Source: an optimization exercise on an open RTL-to-GDS flow (aim: small area). Production flows keep margins and buffers that such runs may drop.
RTL that was checked went through simulation tests only; none was proved equivalent to the original.
Power figures rest on the tool's default switching activity, not on a simulated workload.

Setup of indigo:
// mycpu
module mycpu (
    input         rstn,
    input         clk,
    output [31:0] inst_rom_addr,
    input  [31:0] inst_rom_rdata,
    output [31:0] data_ram_addr,
    output [31:0] data_ram_wdata,
    output        data_ram_wen,
    input  [31:0] data_ram_rdata
    );
    wire [31:0] instr = inst_rom_rdata;
    wire [5:0]  op    = instr[31:26];
    wire [5:0]  func  = instr[5:0];
    wire [4:0]  rs    = instr[25:21];
    wire [4:0]  rt    = instr[20:16];
    wire [4:0]  rd    = instr[15:11];
    wire [15:0] imm   = instr[15:0];
    wire is_add = (op == 6'b000000) && (func == 6'b100000);
    wire is_lui = (op == 6'b001111);
    wire is_ori = (op == 6'b001101);
    wire is_nor = (op == 6'b000101);
    wire is_lw  = (op == 6'b100011);
    wire is_sw  = (op == 6'b101011);
    wire is_beq = (op == 6'b000100);
    wire is_j   = (op == 6'b000010);
    wire is_orn = is_ori | is_nor;
    wire is_mem = is_lw | is_sw;
    reg  [29:0] pc;
    assign inst_rom_addr = {pc, 2'b00};
    wire [31:0] a, b;
    wire [31:0] x;
    wire        phase;
    regfile _regfile(
        .clk(clk), .rstn(rstn),
        .we(is_add | is_lui | is_orn | is_lw),
        .wa(is_add ? rd : rt),
        .x(x),
        .ra1(rs), .ra2(rt),
        .rd1(a), .rd2(b),
        .phase(phase)
    );
    wire [31:0] sum;
    wire [31:0] imx = {{16{imm[15]}}, imm};
    wire [31:0] bsel;
    genvar i;
    generate
        for (i = 0; i < 32; i = i + 1) begin : bm
  ...
For scale: roughly 160 I/O pins, about 43000 um^2 of cells after synthesis.
==> flow/config.mk <==
export PLATFORM = sky130hd
export DESIGN_NAME = mycpu
export DESIGN_NICKNAME = mycpu
export VERILOG_FILES = /design/flow/design.v
export SDC_FILE = /design/flow/constraint.sdc
export NUM_CORES = 8
export LEC_CHECK = 0
export CAP_MARGIN = 10
export CORE_MARGIN = 2
export CORE_UTILIZATION = 50
export CTS_BUF_LIST = sky130_fd_sc_hd__clkbuf_4
export PLACE_DENSITY = 0.7
export SETUP_SLACK_MARGIN = 0.3
export SLEW_MARGIN = 10
export SYNTH_HIERARCHICAL = 1
==> flow/constraint.sdc <==
create_clock -name core_clock -period 13.0 [get_ports {clk}]
set_input_delay 2.6000 -clock core_clock [delete_from_list [all_inputs] [get_ports {clk}]]
set_output_delay 2.6000 -clock core_clock [all_outputs]
set_load 0.01 [all_outputs]
standard.sh (not shown) runs the stock make flow with config.mk's settings and CLKGATE_MAP_FILE= SYNTH_SCRIPT=/design/flow/synth_recipe.tcl, a recipe that flattens the netlist after the stock synthesis.
==> flow/flow/run.sh <==
#!/bin/bash
# Standard ORFS layout (the standard.sh, unchanged synthesis, floorplan,
# power grid and tap cells), with two layout settings changed:
#  - port buffers use sky130_fd_sc_hd__buf_1 instead of the default pick;
#  - clock tree: clkbuf_4 buffers, clusters of at most 9 sinks within 45 um,
#    no dummy loads.
# All tool output goes to standard.log in the work folder (and ORFS's own
# per-step logs under orfs/logs).
set -euo pipefail
cd "$(dirname "$0")/.."
bash standard.sh \
  "BUFFER_PORTS_ARGS=-buffer_cell sky130_fd_sc_hd__buf_1" \
  "CTS_ARGS=-sink_clustering_enable -repair_clock_nets -dont_use_dummy_load -buf_list sky130_fd_sc_hd__clkbuf_4 -sink_clustering_size 9 -sink_clustering_max_diameter 45" \
  finish > standard.log 2>&1
indigo did not stop at any stage, and its layout met the timing, DRC and antenna checks.
Edits applied to the flow inputs when going from indigo to nickel:
- swapping 10 for 5 in SLEW_MARGIN
- swapping 0.7 for 0.6 in PLACE_DENSITY
- swapping 10 for 5 in CAP_MARGIN
### Flow results
- [nickel] flow finished | final checks: failed | reasons: max-capacitance violations, max-slew violations
- Going from indigo to nickel, multi-input combinational area share +0.15 points, total of clock buffers placed in the layout rose 2, via count has increased, clock latency on the worst-skew pair did not really move, via count of the first global-routing pass held steady.
- Looking at nickel and indigo, the final net count is a wash.
- Against indigo, detailed-routed wire length on met3 in nickel rose by a little under 10%.
- When the final numbers for nickel and indigo were put side by side, the number of vias per cell after detailed routing turned out to be greater in nickel.
- Status: placed cell count parity (indigo, nickel)
- Compared with indigo, nickel shows a peak clock frequency supported by timing that is about 1.6% higher.
Here is what was changed in the inputs of delta compared with nickel.
- changing SLEW_MARGIN from 5 to 10
- changing CAP_MARGIN from 5 to 10
- changing PLACE_DENSITY from 0.6 to 0.8
--- a/flow/flow/run.sh
+++ b/flow/flow/run.sh
@@ -5 +5 @@
-#  - clock tree: clkbuf_4 buffers, clusters of at most 9 sinks within 45 um,
+#  - clock tree: clkbuf_4 buffers, clusters of at most 8 sinks within 40 um,
@@ -13 +13 @@
-  "CTS_ARGS=-sink_clustering_enable -repair_clock_nets -dont_use_dummy_load -buf_list sky130_fd_sc_hd__clkbuf_4 -sink_clustering_size 9 -sink_clustering_max_diameter 45" \
+  "CTS_ARGS=-sink_clustering_enable -repair_clock_nets -dont_use_dummy_load -buf_list sky130_fd_sc_hd__clkbuf_4 -sink_clustering_size 8 -sink_clustering_max_diameter 40" \
[summary]
- Final routed wirelength across all metal layers ends up lower on delta.
- Looking across delta and nickel, the single run that reached the end with no open violations was delta.
- Complete run, failing final checks: nickel, reason max-capacitance violations, max-slew violations.
- Global-route usage: delta vs nickel down 6.7 points
- On delta: post-route clock skew is 0.0077 ns higher than what nickel gave.
Edits applied to the flow inputs when going from delta to willow:
- changing SLEW_MARGIN from 10 to 5
- changing CAP_MARGIN from 10 to 5
- changing CORE_UTILIZATION from 50 to 60
- changing PLACE_DENSITY from 0.8 to 0.75
--- outcome ---
willow ran in full, but the layout does not pass; the checks complain about max-capacitance violations, max-slew violations. Delta (willow minus delta): routed length on met1 saw an increase; maximum VDD drop increased by about 50% relative to the old numbers; via density per instance saw an increase.
Input changes introduced in yarrow (baseline for comparison: willow):
- a change of PLACE_DENSITY from 0.75 to 0.6
- a change of CORE_UTILIZATION from 60 to 50
--- outcome ---
- The flow did not stop early for yarrow: all stages ran, and the layout cleared the timing, DRC and antenna checks.
- yarrow vs willow: clock buffer instance count of the final layout up in yarrow
- Of yarrow and willow, yarrow shows the lower global-route met2 utilization, with willow above it.
- Relative to willow, number of max-cap violations has gone down in yarrow.
- Compared with willow, in yarrow pre-CTS worst setup slack went up; data arrival at the endpoint of the critical path went down; maximum frequency went up; CTS buffer count went up.

The RTL this note starts from:
==> flow/design.v <==
module rf_o22i(input wire a1, input wire a2, input wire b1, input wire b2, output wire y);
    assign y = ~((a1 | a2) & (b1 | b2));
endmodule
module rf_nor4(input wire a, input wire b, input wire c, input wire d, output wire y);
    assign y = ~(a | b | c | d);
endmodule
module rf_nand4(input wire a, input wire b, input wire c, input wire d, output wire y);
    assign y = ~(a & b & c & d);
endmodule
module rf_xnor2(input wire a, input wire b, output wire y);
    assign y = ~(a ^ b);
endmodule
module rf_word(
    input  wire        clk,
    input  wire        we,
    input  wire        wen,
    input  wire [31:0] x,
    output reg  [31:0] s
    );
    wire [31:0] d;
    genvar k;
    generate
        for (k = 0; k < 32; k = k + 1) begin : b
            rf_o22i u(.a1(we), .a2(s[k]), .b1(wen), .b2(x[k]), .y(d[k]));
        end
    endgenerate
    always @(posedge clk)
        s <= d;
endmodule
module rf_rbit(
    input  wire [31:0] seln,
    input  wire [31:0] d,
    input  wire        q,
    output wire        y
    );
    wire [15:0] t;
    wire [3:0]  w;
    wire        vn;
    genvar k;
    generate
        for (k = 0; k < 16; k = k + 1) begin : p
            rf_o22i u(.a1(seln[2*k]), .a2(d[2*k]), .b1(seln[2*k+1]), .b2(d[2*k+1]), .y(t[k]));
        end
        for (k = 0; k < 4; k = k + 1) begin : n
            rf_nor4 u(.a(t[4*k]), .b(t[4*k+1]), .c(t[4*k+2]), .d(t[4*k+3]), .y(w[k]));
        end
    endgenerate
    rf_nand4 un(.a(w[0]), .b(w[1]), .c(w[2]), .d(w[3]), .y(vn));
    rf_xnor2 ux(.a(vn), .b(q), .y(y));
endmodule
module regfile(
    input  wire        clk,
    input  wire        rstn,
    input  wire        we,
    input  wire [4:0]  wa,
    input  wire [31:0] wd,
    input  wire [4:0]  ra1,
    input  wire [4:0]  ra2,
    output wire [31:0] rd1,
    output wire [31:0] rd2
    );
    reg         phase;
    reg [31:0]  valid;
    wire [31:0] s [0:31];
    wire [31:0] wsel = we ? (32'b1 << wa) : 32'b0;
    wire [31:0] x    = wd ^ {32{phase}};
    always @(posedge clk or negedge rstn) begin
        if (!rstn) begin
            phase <= 1'b0;
            valid <= 32'b0;
        end else begin
            phase <= ~phase;
            valid <= valid | wsel;
        end
    end
    genvar g, k;
    generate
        for (g = 0; g < 32; g = g + 1) begin : w
            rf_word u(.clk(clk), .we(wsel[g]), .wen(~wsel[g]), .x(x), .s(s[g]));
        end
    endgenerate
    wire [31:0] sel1 = (32'b1 << ra1) & valid;
    wire [31:0] sel2 = (32'b1 << ra2) & valid;
    wire        q1   = phase | ~(|sel1);
    wire        q2   = phase | ~(|sel2);
    generate
        for (k = 0; k < 32; k = k + 1) begin : r
            wire [31:0] col;
            for (g = 0; g < 32; g = g + 1) begin : c
                assign col[g] = s[g][k];
            end
            rf_rbit u1(.seln(~sel1), .d(col), .q(q1), .y(rd1[k]));
            rf_rbit u2(.seln(~sel2), .d(col), .q(q2), .y(rd2[k]));
        end
    endgenerate
endmodule
module mycpu (
    input         rstn,
    input         clk,
    output [31:0] inst_rom_addr,
    input  [31:0] inst_rom_rdata,
    output [31:0] data_ram_addr,
    output [31:0] data_ram_wdata,
    output        data_ram_wen,
    input  [31:0] data_ram_rdata
    );
    wire [31:0] instr = inst_rom_rdata;
    wire [5:0]  op    = instr[31:26];
    wire [5:0]  func  = instr[5:0];
    wire [4:0]  rs    = instr[25:21];
    wire [4:0]  rt    = instr[20:16];
    wire [4:0]  rd    = instr[15:11];
    wire [15:0] imm   = instr[15:0];
    wire is_add = (op == 6'b000000) && (func == 6'b100000);
    wire is_lui = (op == 6'b001111);
    wire is_ori = (op == 6'b001101);
    wire is_nor = (op == 6'b000101);
    wire is_lw  = (op == 6'b100011);
    wire is_sw  = (op == 6'b101011);
    wire is_beq = (op == 6'b000100);
    wire is_j   = (op == 6'b000010);
    reg  [29:0] pc;
    assign inst_rom_addr = {pc, 2'b00};
    wire [31:0] a, b;
    wire [31:0] wd;
    regfile _regfile(
        .clk(clk), .rstn(rstn),
        .we(is_add | is_lui | is_ori | is_nor | is_lw),
        .wa(is_add ? rd : rt),
        .wd(wd),
        .ra1(rs), .ra2(rt),
        .rd1(a), .rd2(b)
    );
    wire [31:0] sum = a + ((is_lw | is_sw) ? {{16{imm[15]}}, imm} : b);
    wire [31:0] orv = a | {16'b0, imm};
    assign wd = is_lw  ? data_ram_rdata :
                is_add ? sum :
                is_lui ? {imm, 16'b0} :
                         (orv ^ {32{is_nor}});
    assign data_ram_addr  = sum;
    assign data_ram_wdata = b;
    assign data_ram_wen   = is_sw;
    wire        br   = is_beq && (a == b);
    wire [30:0] pcs  = {pc, 1'b1} + {14'b0, br ? imm : 16'b0, 1'b1};
    wire [29:0] pc1  = pcs[30:1];
    always @(posedge clk or negedge rstn) begin
        if (!rstn)     pc <= 30'h2FF00000;
        else if (is_j) pc <= {pc1[29:26], instr[25:0]};
        else           pc <= pc1;
    end
endmodule
make LEC_CHECK=0 CAP_MARGIN=20 CORE_MARGIN=2 CORE_UTILIZATION=50 CTS_BUF_LIST=sky130_fd_sc_hd__clkbuf_4 PLACE_DENSITY=0.65 SETUP_SLACK_MARGIN=0.3 SLEW_MARGIN=20 SYNTH_HIERARCHICAL=1 finish   # period 13.0 ns
run.sh (not shown) runs the stock make flow with config.mk's settings and CLKGATE_MAP_FILE= SYNTH_SCRIPT=/design/flow/synth_recipe.tcl, a recipe that flattens the netlist after the stock synthesis.
Stock flow here: none of the scripts above is used.
The first run ran to the end with no violations.
Edit:
--- a/flow/config.mk
+++ b/flow/config.mk
@@ -9,5 +9,4 @@
 export CORE_MARGIN = 2
 export CORE_UTILIZATION = 50
-export CTS_BUF_LIST = sky130_fd_sc_hd__clkbuf_4
 export PLACE_DENSITY = 0.65
 export SETUP_SLACK_MARGIN = 0.3
Hold slack is about the same.
Combinational power stays flat.
Setup slack is better by 0.22 ns.
Cell area rises by 0.50%.
Clock power rises by 12%.
Routed wire length falls by 0.40%.
No run of this note included a check of the RTL's function; only the layout flow was run.

mycpu, a different RTL version from the one above (not shown whole).
For scale: about 4200 cells after synthesis.
==> flow/design.v (excerpt) <==
module mycpu (
    input         rstn,
    input         clk,
    output [31:0] inst_rom_addr,
    input  [31:0] inst_rom_rdata,
    output [31:0] data_ram_addr,
    output [31:0] data_ram_wdata,
    output        data_ram_wen,
    input  [31:0] data_ram_rdata
    );
    wire [31:0] instr = inst_rom_rdata;
    wire [5:0]  op    = instr[31:26];
    wire [5:0]  func  = instr[5:0];
    wire [4:0]  rs    = instr[25:21];
    wire [4:0]  rt    = instr[20:16];
    wire [4:0]  rd    = instr[15:11];
    wire [15:0] imm   = instr[15:0];
    wire is_add = (op == 6'b000000) && (func == 6'b100000);
    wire is_lui = (op == 6'b001111);
    wire is_ori = (op == 6'b001101);
    wire is_nor = (op == 6'b000101);
    wire is_lw  = (op == 6'b100011);
    wire is_sw  = (op == 6'b101011);
    wire is_beq = (op == 6'b000100);
    wire is_j   = (op == 6'b000010);
    reg  [29:0] pc;
    assign inst_rom_addr = {pc, 2'b00};
    wire [31:0] a, b;
    wire [31:0] wd;
    regfile _regfile(
        .clk(clk), .rstn(rstn),
        .we(is_add | is_lui | is_ori | is_nor | is_lw),
        .wa(is_add ? rd : rt),
        .wd(wd),
        .ra1(rs), .ra2(rt),
        .rd1(a), .rd2(b)
    );
    wire [31:0] sum;
    add32 _add(.a(a), .b((is_lw | is_sw) ? {{16{imm[15]}}, imm} : b), .y(sum));
    wire [31:0] orv = a | {16'b0, imm};
    assign wd = is_lw  ? data_ram_rdata :
                is_add ? sum :
                is_lui ? {imm, 16'b0} :
                         (orv ^ {32{is_nor}});
    assign data_ram_addr  = sum;
    assign data_ram_wdata = b;
    assign data_ram_wen   = is_sw;
    wire [29:0] pc_nx;
    pc_next _pcn(.pc(pc), .imm(imm), .br(is_beq && (a == b)), .j(is_j),
                 .tgt(instr[25:0]), .nx(pc_nx));
    always @(posedge clk or negedge rstn) begin
        if (!rstn) pc <= 30'h2FF00000;
        else       pc <= pc_nx;
    end
endmodule
export LEC_CHECK = 0
export CAP_MARGIN = 5
export CORE_MARGIN = 2
export CORE_UTILIZATION = 60
export CTS_BUF_LIST = sky130_fd_sc_hd__clkbuf_4
export PLACE_DENSITY = 0.7
export SETUP_SLACK_MARGIN = 0.3
export SLEW_MARGIN = 5
export SYNTH_HIERARCHICAL = 1
create_clock -name core_clock -period 13.0 [get_ports {clk}]
standard.sh (not shown) runs the stock make flow with config.mk's settings and CLKGATE_MAP_FILE= SYNTH_SCRIPT=/design/flow/synth_recipe.tcl, a recipe that flattens the netlist after the stock synthesis.
==> flow/flow/run.sh <==
#!/bin/bash
# Standard ORFS layout (the standard.sh, unchanged synthesis, floorplan,
# power grid and tap cells), with two layout settings changed:
#  - port buffers use sky130_fd_sc_hd__buf_1 instead of the default pick;
#  - clock tree: clkbuf_4 buffers, clusters of at most 8 sinks within 40 um,
#    no dummy loads.
# All tool output goes to standard.log in the work folder (and ORFS's own
# per-step logs under orfs/logs).
set -euo pipefail
cd "$(dirname "$0")/.."
bash standard.sh \
  "BUFFER_PORTS_ARGS=-buffer_cell sky130_fd_sc_hd__buf_1" \
  "CTS_ARGS=-sink_clustering_enable -repair_clock_nets -dont_use_dummy_load -buf_list sky130_fd_sc_hd__clkbuf_4 -sink_clustering_size 8 -sink_clustering_max_diameter 40" \
  finish > standard.log 2>&1
Change:
==> flow/run.sh (new file) <==
#!/bin/bash
# synth_recipe.tcl (not shown) runs the flow's synth.tcl, then flattens the netlist and writes it again
# the make line also repeats each setting of config.mk as NAME=value (left out here)
make -C /OpenROAD-flow-scripts/flow DESIGN_CONFIG=/design/flow/config.mk WORK_HOME=/design/flow/orfs CLKGATE_MAP_FILE= SYNTH_SCRIPT=/design/flow/synth_recipe.tcl finish
removed: flow/flow/run.sh
removed: flow/standard.sh
What happened:
- power rises by 19%
- critical path depth falls by 1
- worst setup slack is worse by 0.50 ns
- hold slack is worse by 0.0038 ns
- die area stays the same
- via count rises by 3.4%
- combinational power rises by about 10%

-- separate check: timing with driven ports --
In the flow no input, the clock included, has a driving cell. The finished layouts below were timed again as built, in two steps.
Step 1, drivers: a clkbuf_16 drives clk and a buf_2 each remaining input, both assumed.
Step 2 adds t to the input delays and takes it off the output delays; t is the mean of the earliest and latest rising clock arrival at the registers after step 1. Input paths then give back, and output paths get back, about the clock's delay inside the block.
Three values: ideal ports, drivers, drivers and shift; two values: the first two.
| run | shift t [ns] | slack for setup (ns) | worst register clock-pin slew, ns | worst slew at a driven data input, ns | cell pins on the clock port's net |
|---|---|---|---|---|---|
| indigo | 1.165 | 0.476 / 0.450 / 0.450 | 0.12 / 0.12 | 0.06 | 1 |
| nickel | 1.164 | 0.675 / 0.647 / 0.647 | 0.12 / 0.12 | 0.07 | 1 |
| delta | 1.134 | 0.301 / 0.273 / 0.273 | 0.10 / 0.10 | 0.07 | 1 |
| willow | 1.130 | 0.341 / 0.309 / 0.309 | 0.11 / 0.11 | 0.07 | 1 |
| yarrow | 1.174 | 0.553 / 0.526 / 0.526 | 0.10 / 0.10 | 0.06 | 1 |
| the first run of note 2 | 1.293 | 0.323 / 0.295 / 0.295 | 0.08 / 0.08 | 0.16 | 1 |
| the second run of note 2 | 0.832 | 0.544 / 0.516 / 0.516 | 0.07 / 0.07 | 0.13 | 1 |
| the first run of note 3 | 1.155 | 0.944 / 0.917 / 0.917 | 0.10 / 0.10 | 0.09 | 1 |
| the second run of note 3 | 1.183 | 0.447 / 0.408 / 0.408 | 0.08 / 0.08 | 0.08 | 1 |
The setup slack of the second run of note 3, which loses most, moves by -0.039 ns with the drivers and by -0.039 ns with both steps.
